What follows belongs to an exercise in optimizing a design on an open flow for a short achievable clock period and few clock cycles; a production flow would make more cautious choices. The RTL was checked by simulation tests, not by an equivalence proof against the original design. Power and IR drop assume default switching activity.

<file path="design/flow/config.mk">
export PLATFORM = sky130hd
export DESIGN_NAME = mips_cpu
export DESIGN_NICKNAME = mips_cpu
export VERILOG_FILES = /design/flow/design.v
export SDC_FILE = /design/flow/constraint.sdc
export NUM_CORES = 4
export LEC_CHECK = 0
export CAP_MARGIN = 20
export CORE_MARGIN = 2
export CORE_UTILIZATION = 50
export SLEW_MARGIN = 20
export SYNTH_HIERARCHICAL = 1
export SYNTH_MINIMUM_KEEP_SIZE = 0
</file>
<file path="design/flow/constraint.sdc">
create_clock -name core_clock -period 12.0 [get_ports {clk}]
set_input_delay 2.4000 -clock core_clock [delete_from_list [all_inputs] [get_ports {clk}]]
set_output_delay 2.4000 -clock core_clock [all_outputs]
set_load 0.01 [all_outputs]
</file>
<file path="design/flow/design.v">
module mips_cpu (
	input         clk,
	input         rst,
	output [31:0] imem_addr,
	input  [31:0] imem_data,
	output [31:0] dmem_addr,
	output [31:0] dmem_wdata,
	output        dmem_we,
	output        dmem_re,
	input  [31:0] dmem_rdata
);
	localparam BEQ = 0, BNE = 1, BNZ = 2, BZ = 3, BALW = 4;
	reg [31:0] pc;
	reg        vx;                        
	reg [31:0] xa, xb, xi;                
	reg        xa_m, xb_m;                
	reg [31:0] xix;                       
	reg        sh_m, sa_m;                
	reg        sb_m, sb_i, sb_r, sb_rn;   
	reg [31:0] x_pc4;
	reg        x_pred, x_br, x_jr;
	reg [4:0]  x_bk;
	reg        x_wen, x_st, x_ld;
	reg [4:0]  x_rd;
	reg        x_add, x_sub, x_slt, x_sltu, x_and, x_or, x_xor, x_sll, x_srl, x_b;
	reg [31:0] m_res, m_wd;
	reg [31:0] m_addr;                    
	reg        m_ld;                      
	reg        m_we, m_re, m_wen;
	reg [4:0]  m_rd;
	reg [31:0] rf [1:31];
	wire [31:0] ins = imem_data;
	wire [5:0] op = ins[31:26];
	wire [5:0] fn = ins[5:0];
	wire [4:0] rs = ins[25:21];
	wire [4:0] rt = ins[20:16];
	wire [4:0] rd = ins[15:11];
	wire [31:0] se = {{16{ins[15]}}, ins[15:0]};
	wire is_r    = (op == 6'h00);
	wire is_jr   = is_r && (fn == 6'h08);
	wire is_ialu = (op[5:3] == 3'b001);
	wire is_lui  = (op == 6'h0F);
	wire is_ld   = (op == 6'h20) || (op == 6'h23);
	wire is_st   = (op == 6'h28) || (op == 6'h2B);
	wire is_bri  = (op == 6'h01);
	wire is_br   = (op[5:2] == 4'b0001) || is_bri;
	wire is_j    = (op == 6'h02);
	wire is_jal  = (op == 6'h03);
	wire [2:0] iop = op[2:0];
	wire f_add  = (is_r && (fn == 6'h20 || fn == 6'h21 || fn == 6'h22 || fn == 6'h23)) ||
	              (is_ialu && iop[2:1] == 2'b00) || is_ld || is_st;
	wire f_sub  = (is_r && (fn == 6'h22 || fn == 6'h23 || fn == 6'h2A || fn == 6'h2B)) ||
	              (is_ialu && iop[2:1] == 2'b01);
	wire f_slt  = (is_r && fn == 6'h2A) || (is_ialu && iop == 3'b010);
	wire f_sltu = (is_r && fn == 6'h2B) || (is_ialu && iop == 3'b011);
	wire f_and  = (is_r && fn == 6'h24) || (is_ialu && iop == 3'b100);
	wire f_or   = (is_r && fn == 6'h25) || (is_ialu && iop == 3'b101);
	wire f_xor  = (is_r && fn == 6'h26) || (is_ialu && iop == 3'b110);
	wire f_sll  = is_r && (fn == 6'h00 || fn == 6'h04);
	wire f_srl  = is_r && (fn == 6'h02 || fn == 6'h03 || fn == 6'h06);
	wire f_b    = (is_r && fn == 6'h38) || is_lui || is_jal;
	wire use_imm = is_ialu || is_ld || is_st || is_jal;
	wire [4:0] dst = is_jal ? 5'd31 : (is_r ? rd : rt);
	wire f_wen = ((is_r && !is_jr) || is_ialu || is_ld || is_jal) && (dst != 5'd0);
	reg [4:0] bk;
	wire [4:0] bkf;
	always @(*) begin
		bk = 5'd0;
		case (op)
			6'h04: bk[BEQ] = 1'b1;
			6'h05: bk[BNE] = 1'b1;
			6'h07: bk[BNZ] = 1'b1;
			6'h06: bk[BZ]  = 1'b1;
			6'h01:
				if (rt == 5'd0) bk[BALW] = 1'b1;
				else if (rt != 5'd1) case (fn)
					6'h30: bk[BEQ] = 1'b1;
					6'h31: bk[BNE] = 1'b1;
					6'h32: bk[BNZ] = 1'b1;
					6'h33: bk[BZ]  = 1'b1;
					6'h34: bk[BALW] = 1'b1;
					default: ;
				endcase
			default: ;
		endcase
	end
	wire same = (rs == rt);
	wire rs0  = (rs == 5'd0);
	assign bkf[BEQ]  = bk[BEQ] && !same;
	assign bkf[BNE]  = bk[BNE] && !same;
	assign bkf[BNZ]  = bk[BNZ] && !rs0;
	assign bkf[BZ]   = bk[BZ]  && !rs0;
	assign bkf[BALW] = bk[BALW] || (bk[BEQ] && same) || (bk[BZ] && rs0);
	wire [31:0] pc4 = pc + 32'd4;
	wire [23:0] hi_p = pc4[31:8] + 24'd1;
	wire [23:0] hi_m = pc4[31:8] - 24'd1;
	wire [31:0] jt  = {pc4[31:28], ins[25:0], 2'b00};
	wire f_pred;
	wire [31:0] pc_next;
	wire [31:0] m_val = m_ld ? dmem_rdata : m_res;
	wire [31:0] rd_rs = (rs == 5'd0) ? 32'd0 : ((m_wen && m_rd == rs) ? m_val : rf[rs]);
	wire [31:0] rd_rt = (rt == 5'd0) ? 32'd0 : ((m_wen && m_rd == rt) ? m_val : rf[rt]);
	wire x_fw = vx && x_wen;
	wire fa_m = x_fw && (x_rd == rs);
	wire fb_m = x_fw && (x_rd == rt);
	wire [31:0] a, result, addr;
	wire x_zero;
	mips_alu alu (.xa(xa), .xb(xb), .xi(xi), .xix(xix), .m_res(m_res), .xa_m(xa_m),
		.sh_m(sh_m), .sa_m(sa_m), .sb_m(sb_m), .sb_i(sb_i), .sb_r(sb_r), .sb_rn(sb_rn), .x_add(x_add), .x_sub(x_sub), .x_slt(x_slt), .x_sltu(x_sltu),
		.x_and(x_and), .x_or(x_or), .x_xor(x_xor), .x_sll(x_sll), .x_srl(x_srl), .x_b(x_b),
		.x_mem(x_st || x_ld), .a(a), .result(result), .addr(addr), .x_zero(x_zero));
	wire redirect;
	wire [31:0] redirect_pc;
	mips_branch branch (.vx(vx), .xa(xa), .xb(xb), .m_res(m_res), .a(a), .xa_m(xa_m), .xb_m(xb_m),
		.x_bk(x_bk), .x_pred(x_pred), .x_br(x_br), .x_jr(x_jr), .x_pc4(x_pc4), .xi(xi),
		.redirect(redirect), .redirect_pc(redirect_pc));
	wire [4:0] xz_rd = (vx && x_wen && x_add && !x_sub && !x_ld && !xa_m && !sb_m) ? x_rd : 5'd0;
	wire [4:0] ld_rd = (vx && x_ld && x_wen) ? x_rd : 5'd0;
	wire hazard;
	mips_next_pc next_pc (.ins(ins), .pc(pc), .pc4(pc4), .hi_p(hi_p), .hi_m(hi_m),
		.ld_rd(ld_rd), .xz_rd(xz_rd), .x_zero(x_zero), .redirect(redirect), .redirect_pc(redirect_pc),
		.f_pred(f_pred), .hazard(hazard), .pc_next(pc_next));
	wire [31:0] st_data = xb_m ? m_val : xb;
	always @(posedge clk) begin
		if (rst) begin
			pc <= 32'd0;
			vx <= 1'b0;
			m_we <= 1'b0;
			m_re <= 1'b0;
			m_wen <= 1'b0;
		end else begin
			pc <= pc_next;
			vx <= !redirect && !hazard;
			m_we <= vx && x_st;
			m_re <= vx && x_ld;
			m_wen <= vx && x_wen;
		end
	end
	always @(posedge clk) begin
		xa <= rd_rs;
		xb <= rd_rt;
		xi <= is_jal ? jt : se;
		xa_m <= fa_m;
		xb_m <= fb_m;
		xix <= (is_jal ? jt : se) ^ {32{f_sub}};
		sb_m <= !use_imm && fb_m;
		sb_i <= use_imm;
		sh_m <= (f_sll || f_srl) && fb_m;
		sa_m <= (f_sll || f_srl) && fa_m;
		sb_r <= !use_imm && !fb_m && !f_sub;
		sb_rn <= !use_imm && !fb_m && f_sub;
		x_pc4 <= pc4;
		x_pred <= f_pred;
		x_br <= is_br;
		x_jr <= is_jr;
		x_bk <= bkf;
		x_wen <= f_wen;
		x_rd <= dst;
		x_st <= is_st;
		x_ld <= is_ld;
		x_add <= f_add;
		x_sub <= f_sub;
		x_slt <= f_slt;
		x_sltu <= f_sltu;
		x_and <= f_and;
		x_or <= f_or;
		x_xor <= f_xor;
		x_sll <= f_sll;
		x_srl <= f_srl;
		x_b <= f_b;
		m_res <= result;
		m_addr <= addr;
		m_ld <= x_ld;
		m_wd <= st_data;
		m_rd <= x_rd;
	end
	always @(posedge clk) begin
		if (m_wen) rf[m_rd] <= m_val;
	end
	assign imem_addr  = pc;
	assign dmem_addr  = m_addr;
	assign dmem_wdata = m_wd;
	assign dmem_we    = m_we;
	assign dmem_re    = m_re;
endmodule
module mips_next_pc (
	input  [31:0] ins,
	input  [31:0] pc,
	input  [31:0] pc4,
	input  [23:0] hi_p,
	input  [23:0] hi_m,
	input  [4:0]  ld_rd,
	input  [4:0]  xz_rd,
	input         x_zero,
	input         redirect,
	input  [31:0] redirect_pc,
	output        f_pred,
	output        hazard,
	output [31:0] pc_next
);
	localparam BEQ = 0, BNE = 1, BNZ = 2, BZ = 3, BALW = 4;
	wire [5:0] op = ins[31:26];
	wire [5:0] fn = ins[5:0];
	wire [4:0] rs = ins[25:21];
	wire [4:0] rt = ins[20:16];
	wire is_br  = (op[5:2] == 4'b0001) || (op == 6'h01);
	wire f_selj = (op == 6'h02) || (op == 6'h03);
	wire pred_br = is_br && (ins[15] || op == 6'h05 || op == 6'h07 || (op == 6'h01 && !rt[0]));
	wire pos_small = (ins[15:6] == 10'h000);
	wire neg_small = (ins[15:6] == 10'h3FF);
	wire [5:0] la = pc4[7:2];
	wire [5:0] lb = ins[5:0];
	wire [5:0] lg = la & lb;
	wire [5:0] lt = la | lb;
	wire [6:0] lc;
	assign lc[0] = 1'b0;
	assign lc[1] = lg[0];
	assign lc[2] = lg[1] | (lt[1] & lg[0]);
	assign lc[3] = lg[2] | (lt[2] & lg[1]) | (lt[2] & lt[1] & lg[0]);
	assign lc[4] = lg[3] | (lt[3] & lg[2]) | (lt[3] & lt[2] & lg[1]) | (lt[3] & lt[2] & lt[1] & lg[0]);
	assign lc[5] = lg[4] | (lt[4] & lg[3]) | (lt[4] & lt[3] & lg[2]) | (lt[4] & lt[3] & lt[2] & lg[1]) |
	               (lt[4] & lt[3] & lt[2] & lt[1] & lg[0]);
	assign lc[6] = lg[5] | (lt[5] & lg[4]) | (lt[5] & lt[4] & lg[3]) | (lt[5] & lt[4] & lt[3] & lg[2]) |
	               (lt[5] & lt[4] & lt[3] & lt[2] & lg[1]) | (lt[5] & lt[4] & lt[3] & lt[2] & lt[1] & lg[0]);
	wire [6:0] lo = {lc[6], la ^ lb ^ lc[5:0]};
	wire [23:0] bt_hi = pos_small ? (lo[6] ? hi_p : pc4[31:8]) : (lo[6] ? pc4[31:8] : hi_m);
	wire [31:0] bt = {bt_hi, lo[5:0], pc4[1:0]};
	wire [31:0] jt = {pc4[31:28], ins[25:0], 2'b00};
	wire zk = (op == 6'h07 || op == 6'h06) && (xz_rd != 5'd0) && (rs == xz_rd);
	wire z_taken = op[0] ? !x_zero : x_zero;
	assign f_pred = (zk ? z_taken : pred_br) && (pos_small || neg_small);
	wire f_selb = f_pred && !f_selj;
	wire f_sel4 = !f_selj && !f_pred;
	wire use_rs = !(op == 6'h02 || op == 6'h03 || op == 6'h0F);
	wire use_rt = (op == 6'h00) || (op == 6'h04) || (op == 6'h05) || (op == 6'h01);
	assign hazard = (ld_rd != 5'd0) && ((use_rs && rs == ld_rd) || (use_rt && rt == ld_rd));
	wire hold = hazard && !redirect;
	wire go = !hazard && !redirect;
	assign pc_next = ({32{redirect}} & redirect_pc) | ({32{hold}} & pc) |
		({32{go && f_selj}} & jt) | ({32{go && f_selb}} & bt) | ({32{go && f_sel4}} & pc4);
endmodule
module mips_alu (
	input  [31:0] xa, xb, xi, xix, m_res,
	input         xa_m, sh_m, sa_m, sb_m, sb_i, sb_r, sb_rn,
	input         x_add, x_sub, x_slt, x_sltu, x_and, x_or, x_xor, x_sll, x_srl, x_b, x_mem,
	output [31:0] a,
	output [31:0] result,
	output [31:0] addr,
	output        x_zero
);
	assign a = xa_m ? m_res : xa;
	wire [31:0] b  = ({32{sb_m}} & m_res) | ({32{sb_i}} & xi) | ({32{sb_r || sb_rn}} & xb);
	wire [31:0] bx = ({32{sb_m}} & (m_res ^ {32{x_sub}})) | ({32{sb_i}} & xix) |
	                 ({32{sb_r}} & xb) | ({32{sb_rn}} & ~xb);
	wire [32:0] sum = {1'b0, a} + {1'b0, bx} + {32'd0, x_sub};
	wire lt_s = (a[31] != b[31]) ? a[31] : sum[31];
	wire lt_u = !sum[32];
	wire [4:0] sh = sh_m ? m_res[4:0] : xb[4:0];
	wire sh_big = sh_m ? (|m_res[31:5]) : (|xb[31:5]);
	wire [31:0] a_sh = sa_m ? m_res : xa;
	wire [31:0] shl = a_sh << sh;
	wire [31:0] shr = a_sh >> sh;
	wire [31:0] others =
		({32{x_and}} & (a & b)) |
		({32{x_or}}  & (a | b)) |
		({32{x_xor}} & (a ^ b)) |
		({32{x_sll && !sh_big}} & shl) |
		({32{x_srl && !sh_big}} & shr) |
		({32{x_b}}   & b);
	wire slt = (x_slt && lt_s) || (x_sltu && lt_u);
	assign result = x_add ? sum[31:0] : {others[31:1], others[0] | slt};
	assign addr = {32{x_mem}} & sum[31:0];
	wire [31:0] axi = xa ^ xi;
	wire [31:0] aoi = xa | xi;
	wire [31:0] axr = xa ^ xb;
	wire [31:0] aor = xa | xb;
	assign x_zero = sb_i ? (axi == {aoi[30:0], 1'b0}) : (axr == {aor[30:0], 1'b0});
endmodule
module mips_branch (
	input         vx,
	input  [31:0] xa, xb, m_res, a,
	input         xa_m, xb_m,
	input  [4:0]  x_bk,
	input         x_pred, x_br, x_jr,
	input  [31:0] x_pc4, xi,
	output        redirect,
	output [31:0] redirect_pc
);
	localparam BEQ = 0, BNE = 1, BNZ = 2, BZ = 3, BALW = 4;
	wire eq_rr = (xa == xb);
	wire eq_mr = (m_res == xb);
	wire eq_rm = (xa == m_res);
	wire eq = xa_m ? (xb_m || eq_mr) : (xb_m ? eq_rm : eq_rr);
	wire nz = xa_m ? (|m_res) : (|xa);
	wire cond = (x_bk[BEQ] && eq) || (x_bk[BNE] && !eq) || (x_bk[BNZ] && nz) ||
	            (x_bk[BZ] && !nz) || x_bk[BALW];
	assign redirect = vx && (x_jr || (x_br && (cond != x_pred)));
	wire [31:0] x_bt = x_pc4 + {xi[29:0], 2'b00};
	assign redirect_pc = x_jr ? a : (x_pred ? x_pc4 : x_bt);
endmodule
</file>
<file path="design/flow/flow/run.sh">
#!/bin/bash
# The standard layout (standard synthesis, floorplan, placement, CTS, routing),
# with timing repair aimed at a shorter period than the constraint's: the
# constraint is unchanged, only the repair's setup margin is larger. The resizer
# may change a cell's footprint, and ports are buffered with buf_8.
set -euo pipefail
bash standard.sh SETUP_SLACK_MARGIN=8.3 TNS_END_PERCENT=30 ABC_CLOCK_PERIOD_IN_PS=1000 \
  MATCH_CELL_FOOTPRINT=0 "BUFFER_PORTS_ARGS=-buffer_cell sky130_fd_sc_hd__buf_8" finish > standard.log 2>&1
</file>
<file path="design/flow/standard.sh">
#!/bin/bash
# synth_recipe.tcl (not shown) runs the flow's synth.tcl, then flattens the netlist and writes it again
# the make line also repeats each setting of config.mk as NAME=value (left out here)
make -C /OpenROAD-flow-scripts/flow DESIGN_CONFIG=/design/flow/config.mk WORK_HOME=/design/flow/orfs CLKGATE_MAP_FILE= SYNTH_SCRIPT=/design/flow/synth_recipe.tcl "${@:-finish}"
</file>
==> results of run 1 <==
-- flip-flops by register name, summed over array words and instances, names as in the netlist, 5 cells and up --
name / flops
m_rd: 5
x_pc4: 32
x_bk: 5
m_addr: 32
xix: 32
m_wd: 32
xb: 32
m_res: 32
pc: 32
x_rd: 5
xa: 32
xi: 32
rf: 992
-- layout make-up --
cell class,instances,area [µm²]
fill,11500,58500
multi-input combinational,3760,37100
sequential,1324,36700
timing repair buffer,540,7090
clock buffer,189,3960
tap,1930,2410
inverter,279,1090
clock inverter,78,953
antenna,14,35.0
-- routing by layer --
| metal | up-vias | track usage [%] |
|---|---|---|
| li1 | 23200 | - |
| met1 | 28900 | 50.8 |
| met2 | 3723 | 61.4 |
| met3 | 988 | 9.14 |
| met4 | 8 | 23.6 |
| met5 | - | 0 |
-- logic make-up after synthesis --
family                     after synthesis  share of synthesized area (%)
adders and majority gates              204                           3.46
AOI/OAI and AO/OA                     1126                           10.9
DFF                                   1324                           48.9
muxes                                  913                           21.4
xor gates and xnor gates               323                           3.79
and+or+nand+nor                       1186                           7.80
buffers and inverters                  686                           3.80
-- per-module statistics from Yosys, one instance, submodules excluded --
module / flip-flops and latches / cells inside
mips_cpu: 1324 / 3351
mips_next_pc: 0 / 317
mips_alu: 0 / 1647
mips_branch: 0 / 447
-- worst max path at each step --
stage	end	startpoint
global route	pc[22]$_SDFF_PP0_	imem_data[1]
global placement	xb[26]$_SDFF_PN0_	imem_data[16]
CTS	xix[20]$_DFF_P_	imem_data[29]
detailed placement	xb[26]$_SDFF_PN0_	imem_data[16]
finish	pc[22]$_SDFF_PP0_	imem_data[1]
floorplan	pc[17]$_SDFF_PP0_	imem_data[1]
-- layout by cell type, fill, tap and decap left out, drive strengths merged, types with 67 or more instances in the layout --
cell type  synthesis  layout
edfxtp           992     992
mux4             534     534
buf              146     492
nand2            386     387
dfxtp            332     332
a211oi           328     328
nor2             316     316
mux2i            312     312
inv              278     269
clkbuf           260     237
ha               200     200
a21oi            195     195
xor2             167     167
xnor2            156     156
o21ai            149     149
a22oi             78      78
nor4              74      74
nand3             70      70
nor3              69      70
mux2              67      67
-- timing repair --
item                       in CTS  in global routing
buffers inserted               77                 68
pin swaps                      44                 47
cloned                         59                  6
setup endpoints to repair     219                277
gates resized for setup       329                192
-- cell usage after synthesis (167+ instances only) --
master	n
a21oi_1	188
edfxtp_1	992
a211oi_1	326
nand2_1	385
ha_1	200
inv_1	278
mux2i_1	308
mux4_2	533
xor2_1	167
clkbuf_1	258
dfxtp_1	332
nor2_1	312
-- power by group through the flow --
| stage | Combinational [mW] | Clock, mW | Sequential (mW) |
|---|---|---|---|
| after floorplan | 1.36 | 0 | 5.21 |
| after global placement | 2.13 | 0 | 5.31 |
| after detailed placement | 2.13 | 0 | 5.31 |
| after CTS | 2.28 | 4.64 | 5.21 |
| after global routing | 2.51 | 4.80 | 5.21 |
| final | 2.41 | 4.59 | 5.23 |
-- per-stage QoR --
stage / power, mW / area (µm²) / instances / setup WS, ns
floorplan: 6.57 / 75500 / 5762 / 7.73
global placement: 7.43 / 79700 / 7621 / 5.54
detailed placement: 7.43 / 79700 / 7623 / 5.59
CTS: 12.1 / 87900 / 8026 / 8.03
global route: 12.5 / 89300 / 8100 / 8.10
finish: 12.2 / 89300 / 8114 / 8.15
-- worst max-delay path, stage by stage --
cell and delay, ns:
buf_12 0.09, inv_6 0.03, ha_4 0.13, nand2b_4 0.14
a221oi_4 0.31, o41ai_4 0.15, clkbuf_16 0.18, or2_4 0.33
a21boi_4 0.22, clkbuf_16 0.21, nor2_4 0.04, o221ai_2 0.14
nor2b_4 0.17
==> results.cfg, run 1 <==
[status]
status = timing/DRC/antenna clean

[floorplan]
num_rows = 141
core_area_um2 = 148000
start_util_pct = 50.4
dieArea_um2 = 152000
die_x_um = 390
ios = 164
die_y_um = 390

[setup_path]
path_class = in2reg
critPathLaunchType = input port
cp_max_fo = 7
timing.rr.start = sa_m$_DFF_P_
critPathCaptureType = flop
r2r_setup_slack_ns = 8.19
arrival_ns = 4.56
rr_worst_depth = 10
r2r-end = m_res[25]$_DFF_P_
required_ns = 12.71

[global_route]
grt_pass1_wl_mm = 419
grt_util_all_layers_pct = 39.6
grt_pass1_vias = 53900
antenna_found_initial = 15
overflow = 0
grt_max_degree = 69

[routing]
drc = 0
drt_pass1_iterations = 10
drt_iter0_markers = 7377
wl_met2_mm = 139
postRouteAntennaNets = 0
top_layer_used = met5
drt-met1-wl_mm = 112
wl_mm = 306
wl_per_cell_um = 37.7
vias = 56800
avgViaCountPerCell = 7.00
met3_length_mm = 32.1

[clock_network]
clk_latency_ns = 0.80
cts_root_buffer = clkbuf_16
cts_buffers = 144
htree_levels = 4
clockBufferDepth = 3
cts_tree = yes
hold_buffers = 0
clkTransAtPathRegs_ns = 0.06
cts.sinks = 1324

[placement]
port_buffers = 163
gp_congestion = 0.988
dp_hpwl_mm = 184

[hold_path]
min-delay-start = pc[0]$_SDFF_PP0_
hp-class = reg2reg
min_to = x_pc4[0]$_DFF_P_
hold_path_depth = 0

[sta]
relSlewSlack_pct = 18.9
whs_ns = 0.416
max_freq_mhz = 260
drv_slew = 0
layout_min_cycle_time_ns = 3.85
rsz0062_at_grt = true
finalHoldViolCount = 0
setup_viol = 0
final.period_utilization_pct = 32.1
finalSetupTns_ns = 0
worst_pin_slew_ns = 1.21
clock_skew_ns = 0.0459

[finish]
fin_nets = 6319
area_delta_synth_final_pct = 19.8
final_core_util_pct = 60.4
layout-drive-gt1-share_pct = 29.6

[power]
switching_share_pct = 29.6
clock_power_share_pct = 37.5
power_frac_seq_pct = 42.8
p_sw_mw = 3.61
p_leak_nw = 32.2
pwr-share-comb_pct = 19.7
vdd_drop_max_uv = 133
p_int_mw = 8.61
powerDensity_nw_per_um2 = 137

[synthesis]
synth_top_area_cell = edfxtp_1
synth_flop_cell = edfxtp_1
netlist_area_um2 = 74600
synth_cells = 5762
yosysUniqueCellTypes = 120
ys_seq_area_share_pct = 48.9
synth_nets = 6032
synth-edff-count = 992
yosysWarnings = 7
async_flop_share_pct = 0
synth_top_area_share_pct = 39.9
ys_ff_latch = 1324
syn-mean-instance-area_um2 = 12.9
yosys-top-cells-area = edfxtp_1 40%, mux4_2 16%, dfxtp_1 8.9%

[flow_run]
max_cap_viol_count = 0
Testbench counts, summed over its fixed seeds: cycles 43,458.
==> run 2: changes to the inputs <==
--- a/design/flow/design.v
+++ b/design/flow/design.v
@@ -117,7 +117,7 @@
 	wire [4:0] xz_rd = (vx && x_wen && x_add && !x_sub && !x_ld && !xa_m && !sb_m) ? x_rd : 5'd0;
 	wire [4:0] ld_rd = (vx && x_ld && x_wen) ? x_rd : 5'd0;
 	wire hazard;
-	mips_next_pc next_pc (.ins(ins), .pc(pc), .pc4(pc4), .hi_p(hi_p), .hi_m(hi_m),
+	mips_next_pc next_pc (.ins(ins), .pc(x_pc4), .pc4(pc4), .hi_p(hi_p), .hi_m(hi_m),
 		.ld_rd(ld_rd), .xz_rd(xz_rd), .x_zero(x_zero), .redirect(redirect), .redirect_pc(redirect_pc),
 		.f_pred(f_pred), .hazard(hazard), .pc_next(pc_next));
 	wire [31:0] st_data = xb_m ? m_val : xb;
@@ -185,7 +185,7 @@
 endmodule
 module mips_next_pc (
 	input  [31:0] ins,
-	input  [31:0] pc,
+	input  [31:0] pc,             
 	input  [31:0] pc4,
 	input  [23:0] hi_p,
 	input  [23:0] hi_m,
--- a/design/flow/config.mk
+++ b/design/flow/config.mk
@@ -7,7 +7,7 @@
 export LEC_CHECK = 0
 export CAP_MARGIN = 20
 export CORE_MARGIN = 2
-export CORE_UTILIZATION = 50
+export CORE_UTILIZATION = 60
 export SLEW_MARGIN = 20
 export SYNTH_HIERARCHICAL = 1
 export SYNTH_MINIMUM_KEEP_SIZE = 0
==> run 2 against run 1 <==
Still clean on timing, DRC and antenna. Clock skew grew 0.0094 ns. Sequential share of layout area is 0.42 points higher. Global-route usage grew 5.4 points. Register-to-register slack worse by 0.12 ns. Synthesized cell count did not move. Hold slack got worse by 0.010 ns. Cell count fell by 4.5%. Clock power shrank 1%. Sequential power hardly changed. Setup slack got worse by 0.083 ns. Critical path type is now reg2reg. Critical endpoint is now m_res[0]$_DFF_P_. Largest cell class unchanged. Largest power group unchanged.
==> results.cfg, run 2 <==
[sta]
final.period_utilization_pct = 32.8
max_freq_mhz = 254
layout_min_cycle_time_ns = 3.93
finalHoldViolCount = 0
worst_pin_slew_ns = 1.16
rsz0062_at_grt = true
whs_ns = 0.406
setup_viol = 0
clock_skew_ns = 0.0553
relSlewSlack_pct = 22.1
drv_slew = 0
finalSetupTns_ns = 0

[synthesis]
yosys-top-cells-area = edfxtp_1 40%, mux4_2 16%, dfxtp_1 8.9%
synth_nets = 6032
yosysWarnings = 7
synth_top_area_share_pct = 39.9
ys_ff_latch = 1324
synth-edff-count = 992
yosysUniqueCellTypes = 120
ys_seq_area_share_pct = 48.9
synth_flop_cell = edfxtp_1
synth_commonest_cells = 992 x edfxtp_1, 533 x mux4_2, 385 x nand2_1, 332 x dfxtp_1, 326 x a211oi_1
syn-mean-instance-area_um2 = 12.9
netlist_area_um2 = 74600
synth_most_common_cell = edfxtp_1
synth_top_area_cell = edfxtp_1
async_flop_share_pct = 0
synth_cells = 5762

[setup_path]
required_ns = 12.68
rr_worst_depth = 10
r2r-end = m_res[0]$_DFF_P_
cp.depth = 10
crit_chain = inv_1 > o21ai_1 > ha_1 > and4_1 > nand2_1 > o2bb2ai_1 > o21ai_2 > a2111oi_2 > o31a_1 > o211ai_1
critPathLaunchType = flop
startpoint = xa[21]$_SDFF_PN0_
cp_max_fo = 5
crit_buf_inv = 1
crit_slowest_cell = o21ai_1
timing.rr.start = xa[21]$_SDFF_PN0_
path_class = reg2reg
crit_end = m_res[0]$_DFF_P_
critPathCaptureType = flop
cpPeakStageDelay_ns = 0.94
cp_top_family = compound AO/OA/AOI/OAI gates
arrival_ns = 4.62
r2r_setup_slack_ns = 8.07

[clock_network]
clkTransAtPathRegs_ns = 0.06
clockBufferDepth = 3
htree_levels = 4
hold_buffers = 0
cts_tree = yes
cts_buffers = 141
cts_root_buffer = clkbuf_16
clk_latency_ns = 0.81
cts.sinks = 1324

[finish]
multiInputGateArea_um2 = 37200
area_delta_synth_final_pct = 18.5
fin_nets = 6250
final_cell_mix = 992 x edfxtp_1, 533 x mux4_2, 381 x nand2_1, 298 x mux2i_1
fill_cells = 8110
largest-register = rf
layout-drive-gt1-share_pct = 28.8
seq_area_um2 = 36600
layout_commonest_cell = edfxtp_1
largest_reg_flops = 992

[hold_path]
hold_path_depth = 0
hp-class = reg2reg

[global_route]
grt_pass1_vias = 54900
overflow = 0
grt_pass1_wl_mm = 401
grt_util_all_layers_pct = 45.0
grt_max_degree = 76
antenna_found_initial = 11

[floorplan]
start_util_pct = 60.4
core_area_um2 = 123000
die_x_um = 357
num_rows = 129
die_y_um = 357
dieArea_um2 = 127000
ios = 164

[routing]
drt_iter0_markers = 9328
avgViaCountPerCell = 7.50
drc = 0
wl_mm = 294
postRouteAntennaNets = 0
drt_pass1_iterations = 8
wl_per_cell_um = 38.0
vias = 58100

[placement]
dp_hpwl_mm = 171
port_buffers = 163
gp_congestion = 1.07

[power]
powerDensity_nw_per_um2 = 137
p_leak_nw = 31.9
vdd_drop_max_uv = 198

[flow_run]
max_cap_viol_count = 0

[status]
status = timing/DRC/antenna clean
[run 2: cell count changes in the layout (fill, tap and decap cells not counted), sizes merged]
cell / previous run / this run
buf: 492 / 425
inv: 269 / 283
clkinvlp: 16 / 8
clkbuf: 237 / 231
diode: 14 / 9
clkinv: 60 / 57
and3: 27 / 26
nand2: 387 / 388
nor3: 70 / 69
[run 2: how the worst min path moves through the flow]
stage / startpoint / end / slack [ns]
6_report: pc[1]$_SDFF_PP0_ / x_pc4[1]$_DFF_P_ / 0.41
5_1_grt: pc[1]$_SDFF_PP0_ / x_pc4[1]$_DFF_P_ / 0.41
4_1_cts: pc[1]$_SDFF_PP0_ / x_pc4[1]$_DFF_P_ / 0.40
3_5_place_dp: pc[1]$_SDFF_PP0_ / x_pc4[1]$_DFF_P_ / 0.40
3_3_place_gp: pc[1]$_SDFF_PP0_ / x_pc4[1]$_DFF_P_ / 0.38
2_1_floorplan: pc[0]$_SDFF_PP0_ / x_pc4[0]$_DFF_P_ / 0.34
[run 2: final cells by class]
| type | count | area share, % |
|---|---|---|
| sequential | 1324 | 41.5 |
| tap | 1637 | 2.32 |
| inverter | 279 | 1.20 |
| antenna | 9 | 0.0255 |
| timing repair buffer | 475 | 7.41 |
| multi-input combinational | 3759 | 42.1 |
| clock buffer | 181 | 4.38 |
| clock inverter | 81 | 1.05 |
[run 2: timing repair]
| action | CTS | global route |
|---|---|---|
| endpoints found under the setup margin | 200 | 242 |
| cloned | 48 | 18 |
| resized for setup | 301 | 213 |
| pin swaps | 29 | 70 |
| buffers inserted | 37 | 55 |
[run 2: metrics by stage]
stage	instances	power, mW	setup WS [ns]	area, µm²	utilization [%]
after floorplan	5762	6.57	7.73	75500	-
after global placement	7315	7.36	5.83	79200	64.2
after detailed placement	7316	7.38	5.76	79300	64.2
after CTS	7663	11.9	8.15	86500	70.0
after global routing	7736	12.4	8.09	88300	71.5
final	7745	12.1	8.07	88300	71.5
[run 2: where the power goes]
group          leakage, nW  internal, mW  switching [mW]
clock network         2.34          2.58            1.96
logic                 17.6         0.938            1.42
registers             11.9          5.04           0.210
[run 2: layer usage]
layer | up-vias | part of all wire [%] | global-route usage [%]
met5 | - | 0.15 | 1.78
met4 | 18 | 8.5 | 30.1
met3 | 1324 | 14 | 14.5
met2 | 4836 | 44 | 66.9
met1 | 28900 | 34 | 56.4
li1 | 23100 | - | -
[run 2: kinds of logic (layout without fill, tap and decap cells)]
logic type | Yosys count | count (layout) | synth area share (%)
AO/OA/AOI/OAI | 1126 | 1127 | 10.9
AND/OR/NAND/NOR | 1186 | 1192 | 7.80
adder cells (fa/ha/maj) | 204 | 204 | 3.46
buffers and inverters | 686 | 1016 | 3.80
multiplexers | 913 | 913 | 21.4
other | 0 | 9 | 0
XOR/XNOR | 323 | 323 | 3.79
flip-flops | 1324 | 1324 | 48.9
[run 2: Yosys stat by module, one instance, submodules excluded]
module | times used | flops+latches
mips_cpu | 1 | 1324
mips_branch | 1 | 0
mips_next_pc | 1 | 0
mips_alu | 1 | 0
Testbench counts of run 2, summed over its fixed seeds: cycles 43,458.
==> run 3: changes to the inputs <==
--- a/design/flow/design.v
+++ b/design/flow/design.v
@@ -98,8 +98,16 @@
 	wire f_pred;
 	wire [31:0] pc_next;
 	wire [31:0] m_val = m_ld ? dmem_rdata : m_res;
-	wire [31:0] rd_rs = (rs == 5'd0) ? 32'd0 : ((m_wen && m_rd == rs) ? m_val : rf[rs]);
-	wire [31:0] rd_rt = (rt == 5'd0) ? 32'd0 : ((m_wen && m_rd == rt) ? m_val : rf[rt]);
+	wire [31:0] rows [0:31];
+	assign rows[0] = 32'd0;
+	genvar gi;
+	generate
+		for (gi = 1; gi < 32; gi = gi + 1) begin : g_rows
+			assign rows[gi] = (m_wen && m_rd == gi) ? m_val : rf[gi];
+		end
+	endgenerate
+	wire [31:0] rd_rs = rows[rs];
+	wire [31:0] rd_rt = rows[rt];
 	wire x_fw = vx && x_wen;
 	wire fa_m = x_fw && (x_rd == rs);
 	wire fb_m = x_fw && (x_rd == rt);
==> run 3 against run 2 <==
The run now fails in global routing. Synthesized area grew 4.8%. Synthesized cell count grew 49%.
==> results.cfg, run 3 <==
[synthesis]
yosysUniqueCellTypes = 122
synthAdderAreaFrac_pct = 3.30
synth_top_family_by_area = compound AO/OA/AOI/OAI gates
synth_mux_area_share_pct = 3.73
netlist_area_um2 = 78100
yosys.area_share.xor_xnor_pct = 3.63
ys_seq_area_share_pct = 46.6
ys_ff_latch = 1324
synthSimpleGateAreaFrac_pct = 15.9
synth_compound_area_share_pct = 21.7
yosys-top-cells-area = edfxtp_1 38%, dfxtp_1 8.5%, o22ai_1 6.7%
yosysWarnings = 7
async_flop_share_pct = 0
synth_commonest_cells = 1075 x nand2_1, 992 x edfxtp_1, 835 x o22ai_1, 745 x nor2_1, 692 x o21ai_0
synth_cells = 8563
synth_most_common_cell = nand2_1
synth_top_area_share_pct = 38.1
synth_nets = 8833
syn-mean-instance-area_um2 = 9.13
synth_top_area_cell = edfxtp_1
synth_flop_cell = edfxtp_1
synth-edff-count = 992

[clock_network]
cts_buffers = 140
htree_levels = 4
clockBufferDepth = 3
cts_root_buffer = clkbuf_16
cts.sinks = 1324

[placement]
gp_congestion = 1.08
place_ws_ns = 6.63
place_area_um2 = 82900
port_buffers = 163
dp_hpwl_mm = 246
dp_cells = 9987

[floorplan]
ios = 164
start_util_pct = 60.4
num_rows = 132
die_x_um = 365
die_y_um = 365

[status]
status = aborted with a tool error
stop_stage = global routing
tool.error = [ERROR GRT-0232] Routing congestion too high. Check the congestion heatmap in the GUI.

[global_route]
grt_util_all_layers_pct = 71.0
grt_max_degree = 69
overflow = 1
## run 3: per-module statistics from Yosys (local to each module, per instance)
module        cell area, µm²  flops+latches
mips_next_pc            2220              0
mips_branch             3340              0
mips_alu               11400              0
mips_cpu               61200           1324
## run 3: worst max path at each step
stage	to	slack (ns)	from	cells past startpoint
2_1_floorplan	pc[6]$_SDFF_PP0_	7.74	imem_data[29]	8
3_3_place_gp	xb[4]$_DFF_P_	6.65	imem_data[17]	7
3_5_place_dp	xb[4]$_DFF_P_	6.63	imem_data[17]	7
4_1_cts	imem_addr[14]	8.05	pc[14]$_SDFF_PP0_	1
## run 3: per-layer routing
layer  GRT usage, %  overflow
met2           85.7         1
met4           67.6         0
met1           72.7         0
met5           38.0         0
met3           55.7         0
## run 3: power by group through the flow
stage               Clock, mW  Sequential [mW]  Combinational [mW]
floorplan                   0             5.24                1.35
global placement            0             5.41                2.17
detailed placement          0             5.41                2.20
CTS                      4.45             5.32                2.40
## run 3: kinds of logic after synthesis
| logic type | Yosys count |
|---|---|
| AOI/OAI and AO/OA | 2744 |
| and+or+nand+nor | 2697 |
| DFF | 1324 |
| buffers and inverters | 998 |
| xor gates and xnor gates | 323 |
| muxes | 273 |
| adders and majority gates | 204 |
## run 3: what timing repair did
item | in CTS
setup endpoints to repair | 455
gates cloned | 69
gates resized for setup | 542
setup buffers | 234
hold buffers | 0
pin swaps | 73
Testbench counts of run 3, summed over its fixed seeds: cycles 43,458.
==> run 4: changes to the inputs <==
--- a/design/flow/design.v
+++ b/design/flow/design.v
@@ -15,7 +15,6 @@
 	reg [31:0] xa, xb, xi;                
 	reg        xa_m, xb_m;                
 	reg [31:0] xix;                       
-	reg        sh_m, sa_m;                
 	reg        sb_m, sb_i, sb_r, sb_rn;   
 	reg [31:0] x_pc4;
 	reg        x_pred, x_br, x_jr;
@@ -98,23 +97,15 @@
 	wire f_pred;
 	wire [31:0] pc_next;
 	wire [31:0] m_val = m_ld ? dmem_rdata : m_res;
-	wire [31:0] rows [0:31];
-	assign rows[0] = 32'd0;
-	genvar gi;
-	generate
-		for (gi = 1; gi < 32; gi = gi + 1) begin : g_rows
-			assign rows[gi] = (m_wen && m_rd == gi) ? m_val : rf[gi];
-		end
-	endgenerate
-	wire [31:0] rd_rs = rows[rs];
-	wire [31:0] rd_rt = rows[rt];
+	wire [31:0] rd_rs = (rs == 5'd0) ? 32'd0 : ((m_wen && m_rd == rs) ? m_val : rf[rs]);
+	wire [31:0] rd_rt = (rt == 5'd0) ? 32'd0 : ((m_wen && m_rd == rt) ? m_val : rf[rt]);
 	wire x_fw = vx && x_wen;
 	wire fa_m = x_fw && (x_rd == rs);
 	wire fb_m = x_fw && (x_rd == rt);
 	wire [31:0] a, result, addr;
 	wire x_zero;
 	mips_alu alu (.xa(xa), .xb(xb), .xi(xi), .xix(xix), .m_res(m_res), .xa_m(xa_m),
-		.sh_m(sh_m), .sa_m(sa_m), .sb_m(sb_m), .sb_i(sb_i), .sb_r(sb_r), .sb_rn(sb_rn), .x_add(x_add), .x_sub(x_sub), .x_slt(x_slt), .x_sltu(x_sltu),
+		.sb_m(sb_m), .sb_i(sb_i), .sb_r(sb_r), .sb_rn(sb_rn), .x_add(x_add), .x_sub(x_sub), .x_slt(x_slt), .x_sltu(x_sltu),
 		.x_and(x_and), .x_or(x_or), .x_xor(x_xor), .x_sll(x_sll), .x_srl(x_srl), .x_b(x_b),
 		.x_mem(x_st || x_ld), .a(a), .result(result), .addr(addr), .x_zero(x_zero));
 	wire redirect;
@@ -125,19 +116,18 @@
 	wire [4:0] xz_rd = (vx && x_wen && x_add && !x_sub && !x_ld && !xa_m && !sb_m) ? x_rd : 5'd0;
 	wire [4:0] ld_rd = (vx && x_ld && x_wen) ? x_rd : 5'd0;
 	wire hazard;
-	mips_next_pc next_pc (.ins(ins), .pc(x_pc4), .pc4(pc4), .hi_p(hi_p), .hi_m(hi_m),
+	mips_next_pc next_pc (.ins(ins), .rst(rst), .pc(pc), .pc4(pc4), .hi_p(hi_p), .hi_m(hi_m),
 		.ld_rd(ld_rd), .xz_rd(xz_rd), .x_zero(x_zero), .redirect(redirect), .redirect_pc(redirect_pc),
 		.f_pred(f_pred), .hazard(hazard), .pc_next(pc_next));
 	wire [31:0] st_data = xb_m ? m_val : xb;
 	always @(posedge clk) begin
+		pc <= pc_next;    
 		if (rst) begin
-			pc <= 32'd0;
 			vx <= 1'b0;
 			m_we <= 1'b0;
 			m_re <= 1'b0;
 			m_wen <= 1'b0;
 		end else begin
-			pc <= pc_next;
 			vx <= !redirect && !hazard;
 			m_we <= vx && x_st;
 			m_re <= vx && x_ld;
@@ -153,8 +143,6 @@
 		xix <= (is_jal ? jt : se) ^ {32{f_sub}};
 		sb_m <= !use_imm && fb_m;
 		sb_i <= use_imm;
-		sh_m <= (f_sll || f_srl) && fb_m;
-		sa_m <= (f_sll || f_srl) && fa_m;
 		sb_r <= !use_imm && !fb_m && !f_sub;
 		sb_rn <= !use_imm && !fb_m && f_sub;
 		x_pc4 <= pc4;
@@ -193,7 +181,8 @@
 endmodule
 module mips_next_pc (
 	input  [31:0] ins,
-	input  [31:0] pc,             
+	input         rst,
+	input  [31:0] pc,
 	input  [31:0] pc4,
 	input  [23:0] hi_p,
 	input  [23:0] hi_m,
@@ -204,20 +193,34 @@
 	input  [31:0] redirect_pc,
 	output        f_pred,
 	output        hazard,
-	output [31:0] pc_next
+	output [31:0] pc_next         
+);
+	wire pos_small, neg_small, c6;
+	wire [5:0] lo;
+	wire s_red, s_hold, s_j, s_b, s_4;
+	mips_f_small f_small (.x(ins[15:6]), .zeros(pos_small), .ones(neg_small));
+	mips_f_carry f_carry (.la(pc4[7:2]), .lb(ins[5:0]), .lo(lo), .c6(c6));
+	mips_f_sel f_sel (.ins(ins), .rst(rst), .ld_rd(ld_rd), .xz_rd(xz_rd), .x_zero(x_zero),
+		.redirect(redirect), .short_off(pos_small || neg_small), .f_pred(f_pred), .hazard(hazard),
+		.s_red(s_red), .s_hold(s_hold), .s_j(s_j), .s_b(s_b), .s_4(s_4));
+	mips_pc_mux pc_mux (.s_red(s_red), .s_hold(s_hold), .s_j(s_j), .s_4(s_4), .s_b(s_b),
+		.b_pos(pos_small), .b_c6(c6), .b_lo(lo), .redirect_pc(redirect_pc), .pc(pc), .pc4(pc4),
+		.hi_p(hi_p), .hi_m(hi_m), .ins_j(ins[25:0]), .pc_next(pc_next));
+endmodule
+module mips_f_small (
+	input  [9:0] x,
+	output       zeros,
+	output       ones
+);
+	assign zeros = (x == 10'h000);
+	assign ones  = (x == 10'h3FF);
+endmodule
+module mips_f_carry (
+	input  [5:0] la,
+	input  [5:0] lb,
+	output [5:0] lo,
+	output       c6
 );
-	localparam BEQ = 0, BNE = 1, BNZ = 2, BZ = 3, BALW = 4;
-	wire [5:0] op = ins[31:26];
-	wire [5:0] fn = ins[5:0];
-	wire [4:0] rs = ins[25:21];
-	wire [4:0] rt = ins[20:16];
-	wire is_br  = (op[5:2] == 4'b0001) || (op == 6'h01);
-	wire f_selj = (op == 6'h02) || (op == 6'h03);
-	wire pred_br = is_br && (ins[15] || op == 6'h05 || op == 6'h07 || (op == 6'h01 && !rt[0]));
-	wire pos_small = (ins[15:6] == 10'h000);
-	wire neg_small = (ins[15:6] == 10'h3FF);
-	wire [5:0] la = pc4[7:2];
-	wire [5:0] lb = ins[5:0];
 	wire [5:0] lg = la & lb;
 	wire [5:0] lt = la | lb;
 	wire [6:0] lc;
@@ -230,26 +233,62 @@
 	               (lt[4] & lt[3] & lt[2] & lt[1] & lg[0]);
 	assign lc[6] = lg[5] | (lt[5] & lg[4]) | (lt[5] & lt[4] & lg[3]) | (lt[5] & lt[4] & lt[3] & lg[2]) |
 	               (lt[5] & lt[4] & lt[3] & lt[2] & lg[1]) | (lt[5] & lt[4] & lt[3] & lt[2] & lt[1] & lg[0]);
-	wire [6:0] lo = {lc[6], la ^ lb ^ lc[5:0]};
-	wire [23:0] bt_hi = pos_small ? (lo[6] ? hi_p : pc4[31:8]) : (lo[6] ? pc4[31:8] : hi_m);
-	wire [31:0] bt = {bt_hi, lo[5:0], pc4[1:0]};
-	wire [31:0] jt = {pc4[31:28], ins[25:0], 2'b00};
+	assign lo = la ^ lb ^ lc[5:0];
+	assign c6 = lc[6];
+endmodule
+module mips_f_sel (
+	input  [31:0] ins,
+	input         rst,
+	input  [4:0]  ld_rd,
+	input  [4:0]  xz_rd,
+	input         x_zero,
+	input         redirect,
+	input         short_off,
+	output        f_pred,
+	output        hazard,
+	output        s_red, s_hold, s_j, s_b, s_4
+);
+	wire [5:0] op = ins[31:26];
+	wire [4:0] rs = ins[25:21];
+	wire [4:0] rt = ins[20:16];
+	wire is_br  = (op[5:2] == 4'b0001) || (op == 6'h01);
+	wire f_selj = (op == 6'h02) || (op == 6'h03);
+	wire same = (rs == rt);
+	wire rs0  = (rs == 5'd0);
+	wire pred_br = is_br && (ins[15] || (op == 6'h04 && same) || (op == 6'h05 && !same) ||
+	                         (op == 6'h07 && !rs0) || (op == 6'h06 && rs0) || (op == 6'h01 && !rt[0]));
 	wire zk = (op == 6'h07 || op == 6'h06) && (xz_rd != 5'd0) && (rs == xz_rd);
 	wire z_taken = op[0] ? !x_zero : x_zero;
-	assign f_pred = (zk ? z_taken : pred_br) && (pos_small || neg_small);
-	wire f_selb = f_pred && !f_selj;
-	wire f_sel4 = !f_selj && !f_pred;
+	assign f_pred = (zk ? z_taken : pred_br) && short_off;
 	wire use_rs = !(op == 6'h02 || op == 6'h03 || op == 6'h0F);
 	wire use_rt = (op == 6'h00) || (op == 6'h04) || (op == 6'h05) || (op == 6'h01);
 	assign hazard = (ld_rd != 5'd0) && ((use_rs && rs == ld_rd) || (use_rt && rt == ld_rd));
-	wire hold = hazard && !redirect;
-	wire go = !hazard && !redirect;
-	assign pc_next = ({32{redirect}} & redirect_pc) | ({32{hold}} & pc) |
-		({32{go && f_selj}} & jt) | ({32{go && f_selb}} & bt) | ({32{go && f_sel4}} & pc4);
+	wire go = !hazard && !redirect && !rst;
+	assign s_red  = redirect && !rst;
+	assign s_hold = hazard && !redirect && !rst;
+	assign s_j = go && f_selj;
+	assign s_b = go && f_pred && !f_selj;
+	assign s_4 = go && !f_selj && !f_pred;
+endmodule
+module mips_pc_mux (
+	input         s_red, s_hold, s_j, s_4, s_b, b_pos, b_c6,
+	input  [5:0]  b_lo,
+	input  [31:0] redirect_pc, pc, pc4,
+	input  [23:0] hi_p, hi_m,
+	input  [25:0] ins_j,
+	output [31:0] pc_next
+);
+	wire [31:0] jt = {pc4[31:28], ins_j, 2'b00};
+	wire [31:0] base = ({32{s_red}} & redirect_pc) | ({32{s_hold}} & pc) |
+		({32{s_j}} & jt) | ({32{s_4}} & pc4);
+	wire [23:0] bt_c1 = b_pos ? hi_p : pc4[31:8];
+	wire [23:0] bt_c0 = b_pos ? pc4[31:8] : hi_m;
+	wire [23:0] bt_hi = b_c6 ? bt_c1 : bt_c0;
+	assign pc_next = base | ({32{s_b}} & {bt_hi, b_lo, pc4[1:0]});
 endmodule
 module mips_alu (
 	input  [31:0] xa, xb, xi, xix, m_res,
-	input         xa_m, sh_m, sa_m, sb_m, sb_i, sb_r, sb_rn,
+	input         xa_m, sb_m, sb_i, sb_r, sb_rn,
 	input         x_add, x_sub, x_slt, x_sltu, x_and, x_or, x_xor, x_sll, x_srl, x_b, x_mem,
 	output [31:0] a,
 	output [31:0] result,
@@ -263,11 +302,10 @@
 	wire [32:0] sum = {1'b0, a} + {1'b0, bx} + {32'd0, x_sub};
 	wire lt_s = (a[31] != b[31]) ? a[31] : sum[31];
 	wire lt_u = !sum[32];
-	wire [4:0] sh = sh_m ? m_res[4:0] : xb[4:0];
-	wire sh_big = sh_m ? (|m_res[31:5]) : (|xb[31:5]);
-	wire [31:0] a_sh = sa_m ? m_res : xa;
-	wire [31:0] shl = a_sh << sh;
-	wire [31:0] shr = a_sh >> sh;
+	wire [4:0] sh = sb_m ? m_res[4:0] : xb[4:0];
+	wire sh_big = sb_m ? (|m_res[31:5]) : (|xb[31:5]);
+	wire [31:0] shl = a << sh;
+	wire [31:0] shr = a >> sh;
 	wire [31:0] others =
 		({32{x_and}} & (a & b)) |
 		({32{x_or}}  & (a | b)) |
==> design/flow/flow/run.sh (replaced) <==
#!/bin/bash
# The standard layout (standard synthesis, floorplan, placement, CTS, routing),
# with timing repair aimed at a shorter period than the constraint's: the
# constraint is unchanged, only the repair's setup margin is larger. The resizer
# may change a cell's footprint, and ports are buffered with buf_8.
set -euo pipefail
bash standard.sh SETUP_SLACK_MARGIN=8.3 TNS_END_PERCENT=100 ABC_CLOCK_PERIOD_IN_PS=1000 \
  MATCH_CELL_FOOTPRINT=0 "BUFFER_PORTS_ARGS=-buffer_cell sky130_fd_sc_hd__buf_8" finish > standard.log 2>&1
--- a/design/flow/config.mk
+++ b/design/flow/config.mk
@@ -7,7 +7,7 @@
 export LEC_CHECK = 0
 export CAP_MARGIN = 20
 export CORE_MARGIN = 2
-export CORE_UTILIZATION = 60
+export CORE_UTILIZATION = 40
 export SLEW_MARGIN = 20
 export SYNTH_HIERARCHICAL = 1
 export SYNTH_MINIMUM_KEEP_SIZE = 0
==> run 4 against run 3 <==
The run now finishes clean. Synthesized cell count decreased by 34%. Synthesized area fell by 5.6%.
==> results.cfg, run 4 <==
[status]
status = timing/DRC/antenna clean

[routing]
drt_pass1_iterations = 6
wl_per_cell_um = 35.6
avgViaCountPerCell = 6.62
wl_mm = 305
drt_iter0_markers = 7154
drc = 0
postRouteAntennaNets = 0
vias = 56800

[floorplan]
num_rows = 157
core_area_um2 = 183000
dieArea_um2 = 188000
ios = 164
start_util_pct = 40.3
die_x_um = 434
die_y_um = 434

[power]
p_leak_nw = 32.2
powerDensity_nw_per_um2 = 136
vdd_drop_max_uv = 154

[clock_network]
htree_levels = 4
clkTransAtPathRegs_ns = 0.06
clockBufferDepth = 3
cts_root_buffer = clkbuf_16
cts_tree = yes
clk_latency_ns = 0.83
hold_buffers = 0
cts.sinks = 1322
cts_buffers = 144

[setup_path]
required_ns = 12.66
critPathLaunchType = input port
arrival_ns = 4.75
cp_max_fo = 4
rr_worst_depth = 14
critPathCaptureType = flop
path_class = in2reg

[synthesis]
synth_commonest_cells = 992 x edfxtp_1, 506 x mux4_2, 347 x a211oi_1, 333 x nand2_1, 332 x mux2i_1
yosysWarnings = 7
yosysUniqueCellTypes = 116
synth_nets = 5955
netlist_area_um2 = 73800
ys_seq_area_share_pct = 49.3
synth_most_common_cell = edfxtp_1
yosys-top-cells-area = edfxtp_1 40%, mux4_2 15%, dfxtp_1 9.0%
synth_flop_cell = edfxtp_1
synth_top_area_share_pct = 40.4
synth_cells = 5683
async_flop_share_pct = 0
ys_ff_latch = 1322
syn-mean-instance-area_um2 = 13.0
synth-edff-count = 992
synth_top_area_cell = edfxtp_1

[flow_run]
max_cap_viol_count = 0

[global_route]
grt_pass1_wl_mm = 418
grt_util_all_layers_pct = 31.6
overflow = 0
grt_pass1_vias = 54200
antenna_found_initial = 7
grt_max_degree = 65

[placement]
port_buffers = 163
place_area_um2 = 79600
dp_hpwl_mm = 178
gp_congestion = 0.999

[sta]
worst_pin_slew_ns = 1.14
max_freq_mhz = 245
setup_viol = 0
drv_slew = 0
clock_skew_ns = 0.0478
relSlewSlack_pct = 23.9
layout_min_cycle_time_ns = 4.08
rsz0062_at_grt = true
finalSetupTns_ns = 0
final.period_utilization_pct = 34.0
finalHoldViolCount = 0

[finish]
largest_reg_flops = 992
largest-register = rf
stdcell_area_um2 = 90200
layout-drive-gt1-share_pct = 30.8
layout_commonest_cell = edfxtp_1
final_cell_mix = 992 x edfxtp_1, 506 x mux4_2, 327 x nand2_1, 315 x mux2i_1, 291 x nor2_1
area_delta_synth_final_pct = 22.2
fin_nets = 6271

[hold_path]
hold_path_depth = 0
hp-class = reg2reg
==> run 4: cell count changes after synthesis, sizes merged, moves of 129 or more <==
| cell | change |
|---|---|
| mux4 | +498 |
| nand2 | -743 |
| nor4 | -228 |
| nor2 | -419 |
| mux2i | +129 |
| a21oi | -386 |
| o22ai | -819 |
| a211oi | +301 |
| o21ai | -586 |
| clkbuf | -327 |
==> run 4: area by class of cell <==
cell class | instances | area, µm²
Clock buffer | 181 | 3810
Antenna cell | 3 | 7.51
Multi-Input combinational cell | 3683 | 36700
Inverter | 273 | 1050
Timing Repair Buffer | 575 | 7730
Tap cell | 2464 | 3080
Fill cell | 15600 | 93100
Clock inverter | 83 | 1010
Sequential cell | 1322 | 36800
==> run 4: power breakdown <==
part	internal (mW)	total (mW)	leakage [nW]	switching, mW
sequential	5.03	5.21	11.9	0.174
combinational	1.02	2.55	18.0	1.53
clock	2.57	4.55	2.32	1.97
total	8.63	12.3	32.2	3.68
==> run 4: per-module statistics from Yosys, one instance, submodules excluded <==
module        flops+latches  times used  cell area, µm²  cells
mips_branch               0           1            3340    447
mips_next_pc              0           1            6.26      1
mips_cpu               1322           1           57100   3327
mips_f_small              0           1            48.8      7
mips_f_sel                0           1             519     72
mips_pc_mux               0           1            1390    169
mips_f_carry              0           1             345     42
mips_alu                  0           1           11100   1618
==> run 4: metrics by stage <==
step | utilization [%] | hold WS, ns | total power, mW | std cells | worst slack [ns]
2_1_floorplan | - | 0.363 | 6.58 | 5683 | 7.43
5_1_grt | 49.2 | 0.480 | 12.6 | 8581 | 7.89
6_report | 49.2 | 0.452 | 12.3 | 8584 | 7.92
3_3_place_gp | 43.4 | 0.411 | 7.41 | 8050 | 4.97
3_5_place_dp | 43.4 | 0.413 | 7.42 | 8050 | 5.08
4_1_cts | 48.5 | 0.450 | 12.2 | 8513 | 7.98
==> run 4: cell families (layout without fill, tap and decap cells) <==
kind of cell | Yosys count | after routing | share of synthesized area, %
AO/OA/AOI/OAI | 1115 | 1115 | 10.9
XOR/XNOR | 344 | 344 | 4.09
adder cells (fa/ha/maj) | 206 | 206 | 3.53
buffers and inverters | 681 | 1112 | 3.81
flip-flops | 1322 | 1322 | 49.3
multiplexers | 906 | 906 | 21.1
other | 0 | 3 | 0
AND/OR/NAND/NOR | 1109 | 1112 | 7.27
==> run 4: final timing paths <==
kind	end	start	slack [ns]
worst max-delay path	pc[29]$_DFF_P_	imem_data[10]	7.92
worst min-delay path	m_ld$_DFF_P_	x_ld$_DFF_P_	0.45
worst min register to register	m_ld$_DFF_P_	x_ld$_DFF_P_	0.45
worst max register to register	pc[29]$_DFF_P_	xb_m$_DFF_P_	8.01
==> run 4: timing repair <==
action                                  CTS  global route
buffers inserted                        140            56
pin swaps                                66            57
gates cloned                             59            12
resized for setup                       544           118
endpoints found under the setup margin  279           160
hold endpoints to repair                  0             0
==> run 4: critical path, cell delays in order <==
cell,delay (ns)
buf_12,0.11
or4_4,0.54
nor4_4,0.31
or2_4,0.21
nand2_2,0.04
nand4_1,0.14
a31oi_4,0.06
clkbuf_16,0.17
or2_4,0.25
a222oi_1,0.32
o221ai_1,0.19
==> run 4: per-layer routing <==
| metal | global-route usage (%) | vias up | routed length [µm] |
|---|---|---|---|
| met1 | 38.3 | 29000 | 109000 |
| met3 | 6.46 | 1030 | 28700 |
| met4 | 21.5 | 8 | 24500 |
| met2 | 50.8 | 3758 | 143000 |
| li1 | - | 23000 | - |
| met5 | 0 | - | 57 |
Testbench counts of run 4, summed over its fixed seeds: cycles 43,327.
==> run 5: changes to the inputs <==
--- a/design/flow/design.v
+++ b/design/flow/design.v
@@ -195,26 +195,17 @@
 	output        hazard,
 	output [31:0] pc_next         
 );
-	wire pos_small, neg_small, c6;
+	wire c6;
 	wire [5:0] lo;
 	wire s_red, s_hold, s_j, s_b, s_4;
-	mips_f_small f_small (.x(ins[15:6]), .zeros(pos_small), .ones(neg_small));
 	mips_f_carry f_carry (.la(pc4[7:2]), .lb(ins[5:0]), .lo(lo), .c6(c6));
 	mips_f_sel f_sel (.ins(ins), .rst(rst), .ld_rd(ld_rd), .xz_rd(xz_rd), .x_zero(x_zero),
-		.redirect(redirect), .short_off(pos_small || neg_small), .f_pred(f_pred), .hazard(hazard),
+		.redirect(redirect), .f_pred(f_pred), .hazard(hazard),
 		.s_red(s_red), .s_hold(s_hold), .s_j(s_j), .s_b(s_b), .s_4(s_4));
 	mips_pc_mux pc_mux (.s_red(s_red), .s_hold(s_hold), .s_j(s_j), .s_4(s_4), .s_b(s_b),
-		.b_pos(pos_small), .b_c6(c6), .b_lo(lo), .redirect_pc(redirect_pc), .pc(pc), .pc4(pc4),
+		.b_pos(!ins[15]), .b_c6(c6), .b_lo(lo), .redirect_pc(redirect_pc), .pc(pc), .pc4(pc4),
 		.hi_p(hi_p), .hi_m(hi_m), .ins_j(ins[25:0]), .pc_next(pc_next));
 endmodule
-module mips_f_small (
-	input  [9:0] x,
-	output       zeros,
-	output       ones
-);
-	assign zeros = (x == 10'h000);
-	assign ones  = (x == 10'h3FF);
-endmodule
 module mips_f_carry (
 	input  [5:0] la,
 	input  [5:0] lb,
@@ -243,7 +234,6 @@
 	input  [4:0]  xz_rd,
 	input         x_zero,
 	input         redirect,
-	input         short_off,
 	output        f_pred,
 	output        hazard,
 	output        s_red, s_hold, s_j, s_b, s_4
@@ -259,7 +249,7 @@
 	                         (op == 6'h07 && !rs0) || (op == 6'h06 && rs0) || (op == 6'h01 && !rt[0]));
 	wire zk = (op == 6'h07 || op == 6'h06) && (xz_rd != 5'd0) && (rs == xz_rd);
 	wire z_taken = op[0] ? !x_zero : x_zero;
-	assign f_pred = (zk ? z_taken : pred_br) && short_off;
+	assign f_pred = zk ? z_taken : pred_br;
 	wire use_rs = !(op == 6'h02 || op == 6'h03 || op == 6'h0F);
 	wire use_rt = (op == 6'h00) || (op == 6'h04) || (op == 6'h05) || (op == 6'h01);
 	assign hazard = (ld_rd != 5'd0) && ((use_rs && rs == ld_rd) || (use_rt && rt == ld_rd));
@@ -283,8 +273,18 @@
 		({32{s_j}} & jt) | ({32{s_4}} & pc4);
 	wire [23:0] bt_c1 = b_pos ? hi_p : pc4[31:8];
 	wire [23:0] bt_c0 = b_pos ? pc4[31:8] : hi_m;
+	mips_pc_last pc_last (.s_b(s_b), .b_c6(b_c6), .bt_c1(bt_c1), .bt_c0(bt_c0),
+		.bt_lo({b_lo, pc4[1:0]}), .base(base), .pc_next(pc_next));
+endmodule
+module mips_pc_last (
+	input         s_b, b_c6,
+	input  [23:0] bt_c1, bt_c0,
+	input  [7:0]  bt_lo,
+	input  [31:0] base,
+	output [31:0] pc_next
+);
 	wire [23:0] bt_hi = b_c6 ? bt_c1 : bt_c0;
-	assign pc_next = base | ({32{s_b}} & {bt_hi, b_lo, pc4[1:0]});
+	assign pc_next = s_b ? {bt_hi, bt_lo} : base;
 endmodule
 module mips_alu (
 	input  [31:0] xa, xb, xi, xix, m_res,
@@ -340,7 +340,8 @@
 	wire nz = xa_m ? (|m_res) : (|xa);
 	wire cond = (x_bk[BEQ] && eq) || (x_bk[BNE] && !eq) || (x_bk[BNZ] && nz) ||
 	            (x_bk[BZ] && !nz) || x_bk[BALW];
-	assign redirect = vx && (x_jr || (x_br && (cond != x_pred)));
+	wire x_short = (xi[15:6] == 10'h000) || (xi[15:6] == 10'h3FF);
+	assign redirect = vx && (x_jr || (x_br && ((cond != x_pred) || (x_pred && !x_short))));
 	wire [31:0] x_bt = x_pc4 + {xi[29:0], 2'b00};
-	assign redirect_pc = x_jr ? a : (x_pred ? x_pc4 : x_bt);
+	assign redirect_pc = x_jr ? a : ((x_pred && x_short) ? x_pc4 : (x_pred ? (cond ? x_bt : x_pc4) : x_bt));
 endmodule
==> design/flow/flow/run.sh (replaced) <==
#!/bin/bash
# The standard layout (standard synthesis, floorplan, placement, CTS, routing),
# with timing repair aimed at a shorter period than the constraint's: the
# constraint is unchanged, only the repair's setup margin is larger. The resizer
# may change a cell's footprint, and ports are buffered with buf_8.
set -euo pipefail
bash standard.sh SETUP_SLACK_MARGIN=8.3 TNS_END_PERCENT=30 ABC_CLOCK_PERIOD_IN_PS=1000 \
  MATCH_CELL_FOOTPRINT=0 "BUFFER_PORTS_ARGS=-buffer_cell sky130_fd_sc_hd__buf_8" finish > standard.log 2>&1
==> run 5 against run 4 <==
Still clean on timing, DRC and antenna. Clock skew shrank 0.0077 ns. Critical endpoint unchanged. Highest routed layer unchanged. Critical path depth grew 5. Setup slack lost 0.044 ns. Sequential share of layout area increased by 0.66 points.
==> results.cfg, run 5 <==
[global_route]
grt_max_degree = 83
grt_pass1_vias = 53200
grt_pass1_wl_mm = 412
antenna_found_initial = 8
grt_util_all_layers_pct = 30.5
overflow = 0

[setup_path]
cpPeakStageDelay_ns = 0.72
crit_slowest_cell = dfxtp_1
cp_max_fo = 8
arrival_ns = 4.86
path_class = reg2reg
required_ns = 12.73
critPathCaptureType = flop
cp_top_family = simple AND/OR/NAND/NOR gates
crit_chain = xnor2_1 > nand4_1 > nor4_1 > a41o_1 > a32oi_4 > mux2_4 > a21oi_4 > mux2i_2 > o21ai_4 > or4_4 > and3b_4 > buf_4 > o21ai_0 > nand2_1 > nor2_1 > a21oi_1
crit_buf_inv = 1
critPathLaunchType = flop

[floorplan]
ios = 164
core_area_um2 = 185000
die_x_um = 435
dieArea_um2 = 189000
die_y_um = 435
start_util_pct = 40.2
num_rows = 158

[sta]
finalSetupTns_ns = 0
final.period_utilization_pct = 34.4
drv_slew = 0
max_freq_mhz = 242
whs_ns = 0.430
relSlewSlack_pct = 21.5
worst_pin_slew_ns = 1.17
rsz0062_at_grt = true
finalHoldViolCount = 0
clock_skew_ns = 0.0401
layout_min_cycle_time_ns = 4.13
setup_viol = 0

[clock_network]
cts_tree = yes
htree_levels = 4
hold_buffers = 0
cts_root_buffer = clkbuf_16
clk_latency_ns = 0.83
cts_buffers = 146
cts.sinks = 1322
clockBufferDepth = 3
clkTransAtPathRegs_ns = 0.06

[routing]
avgViaCountPerCell = 6.51
drt_iter0_markers = 6924
drc = 0
wl_mm = 298
wl_per_cell_um = 35.0
vias = 55500
postRouteAntennaNets = 0
drt_pass1_iterations = 7

[synthesis]
ys_ff_latch = 1322
synth-edff-count = 992
netlist_area_um2 = 74300
synth_flop_cell = edfxtp_1
yosysUniqueCellTypes = 99
synth_commonest_cells = 992 x edfxtp_1, 506 x mux4_2, 352 x mux2i_1, 350 x nand2_1, 344 x a211oi_1
synth_nets = 6003
synth_most_common_cell = edfxtp_1
async_flop_share_pct = 0
ys_seq_area_share_pct = 49.0
synth_cells = 5731
yosysWarnings = 7
yosys-top-cells-area = edfxtp_1 40%, mux4_2 15%, dfxtp_1 8.9%
synth_top_area_share_pct = 40.1
synth_top_area_cell = edfxtp_1
syn-mean-instance-area_um2 = 13.0

[finish]
layout_commonest_cell = edfxtp_1
fin_nets = 6201
layout-drive-gt1-share_pct = 26.9
largest-register = rf
largest_reg_flops = 992
area_delta_synth_final_pct = 18.6
final_cell_mix = 992 x edfxtp_1, 506 x mux4_2, 348 x nand2_1, 340 x mux2i_1, 296 x nor2_1
final_core_util_pct = 47.6
final_cell_count_no_fill = 8533

[power]
vdd_drop_max_uv = 129
p_leak_nw = 31.8
powerDensity_nw_per_um2 = 141

[placement]
dp_hpwl_mm = 177
port_buffers = 163
dp_cells = 8108
gp_congestion = 0.978

[status]
status = timing/DRC/antenna clean

[hold_path]
hp-class = reg2reg

[flow_run]
max_cap_viol_count = 0
-- run 5: worst paths after layout --
path                     start          endpoint  slack, ns  cells past startpoint
min              pc[1]$_DFF_P_  x_pc4[1]$_DFF_P_       0.43                      0
min reg2reg      pc[1]$_DFF_P_  x_pc4[1]$_DFF_P_       0.43                      0
max reg2reg  m_res[22]$_DFF_P_    pc[29]$_DFF_P_       7.87                     16
max          m_res[22]$_DFF_P_    pc[29]$_DFF_P_       7.87                     16
-- run 5: timing repair --
| item | in CTS | in global routing |
|---|---|---|
| pin swaps | 23 | 9 |
| hold endpoints to repair | 0 | 0 |
| gates resized for setup | 275 | 70 |
| setup buffers | 76 | 32 |
| endpoints found under the setup margin | 295 | 189 |
| gates cloned | 39 | 5 |
-- run 5: kinds of logic (layout without fill, tap and decap cells) --
family	Yosys count	after routing	synth area share (%)
compound gates	1088	1088	10.2
xor+xnor	349	349	4.11
mux	987	987	22.4
other cells	0	3	0
flops	1322	1322	49.0
simple gates	1100	1104	7.01
buf+inv	679	994	3.79
fa+ha+maj	206	206	3.51
-- run 5: per-module statistics from Yosys (local to each module, per instance) --
module	times used	area, µm²
mips_cpu	1	57100
mips_alu	1	11200
mips_branch	1	3400
mips_pc_mux	1	1280
mips_pc_last	1	624
mips_f_sel	1	427
mips_f_carry	1	345
mips_next_pc	1	3.75
-- run 5: area by class of cell --
cell class                      instances  area (µm²)
Sequential cell                      1322       36500
Timing Repair Buffer                  456        6000
Multi-Input combinational cell       3734       36500
Clock buffer                          192        4100
Clock inverter                         77         912
Inverter                              269        1050
Tap cell                             2480        3100
Antenna cell                            3        7.51
Fill cell                           16300       96900
-- run 5: per-stage QoR --
step	setup WS (ns)	instance area (µm²)	power, mW
4_1_cts	7.96	87500	12.4
3_3_place_gp	5.59	79800	7.54
3_5_place_dp	5.56	79900	7.55
6_report	7.87	88100	12.4
5_1_grt	7.72	88100	12.8
2_1_floorplan	7.55	75300	6.69
-- run 5: routing by layer --
metal / share of wire [%] / track usage (%)
met5: 0.031 / 0
met2: 46 / 48.4
met1: 36 / 38.0
met3: 9.8 / 6.73
met4: 7.8 / 19.3
-- run 5: power breakdown --
part / switching (mW) / internal [mW] / total (mW) / leakage, nW
registers: 0.234 / 5.04 / 5.27 / 11.8
logic: 1.45 / 0.978 / 2.43 / 17.5
clock network: 1.98 / 2.73 / 4.71 / 2.43
Testbench counts of run 5, summed over its fixed seeds: cycles 43,327.

[afterwards: timing with drivers on the ports]
No port has a modelled driver above. Below, the same layouts with a new extraction and two added sets of constraints.
Step 1: set_driving_cell puts a clkbuf_16 on clk and a buf_2 on each other input, an assumption about the parent block.
Step 2 also shifts input and output timing later by t, the mid clock arrival at the registers, as if the neighbouring blocks saw the same clock.
a / b / c = no drivers / after step 1 / after step 2; a / b = the first two.
run	t, ns	setup WS [ns]
run 1	0.853	8.149 / 7.925 / 7.073
run 2	0.859	8.067 / 7.915 / 7.056
run 4	0.891	7.918 / 7.860 / 6.969
run 5	0.896	7.874 / 7.759 / 6.863
After both steps setup and hold are still met in every run listed.
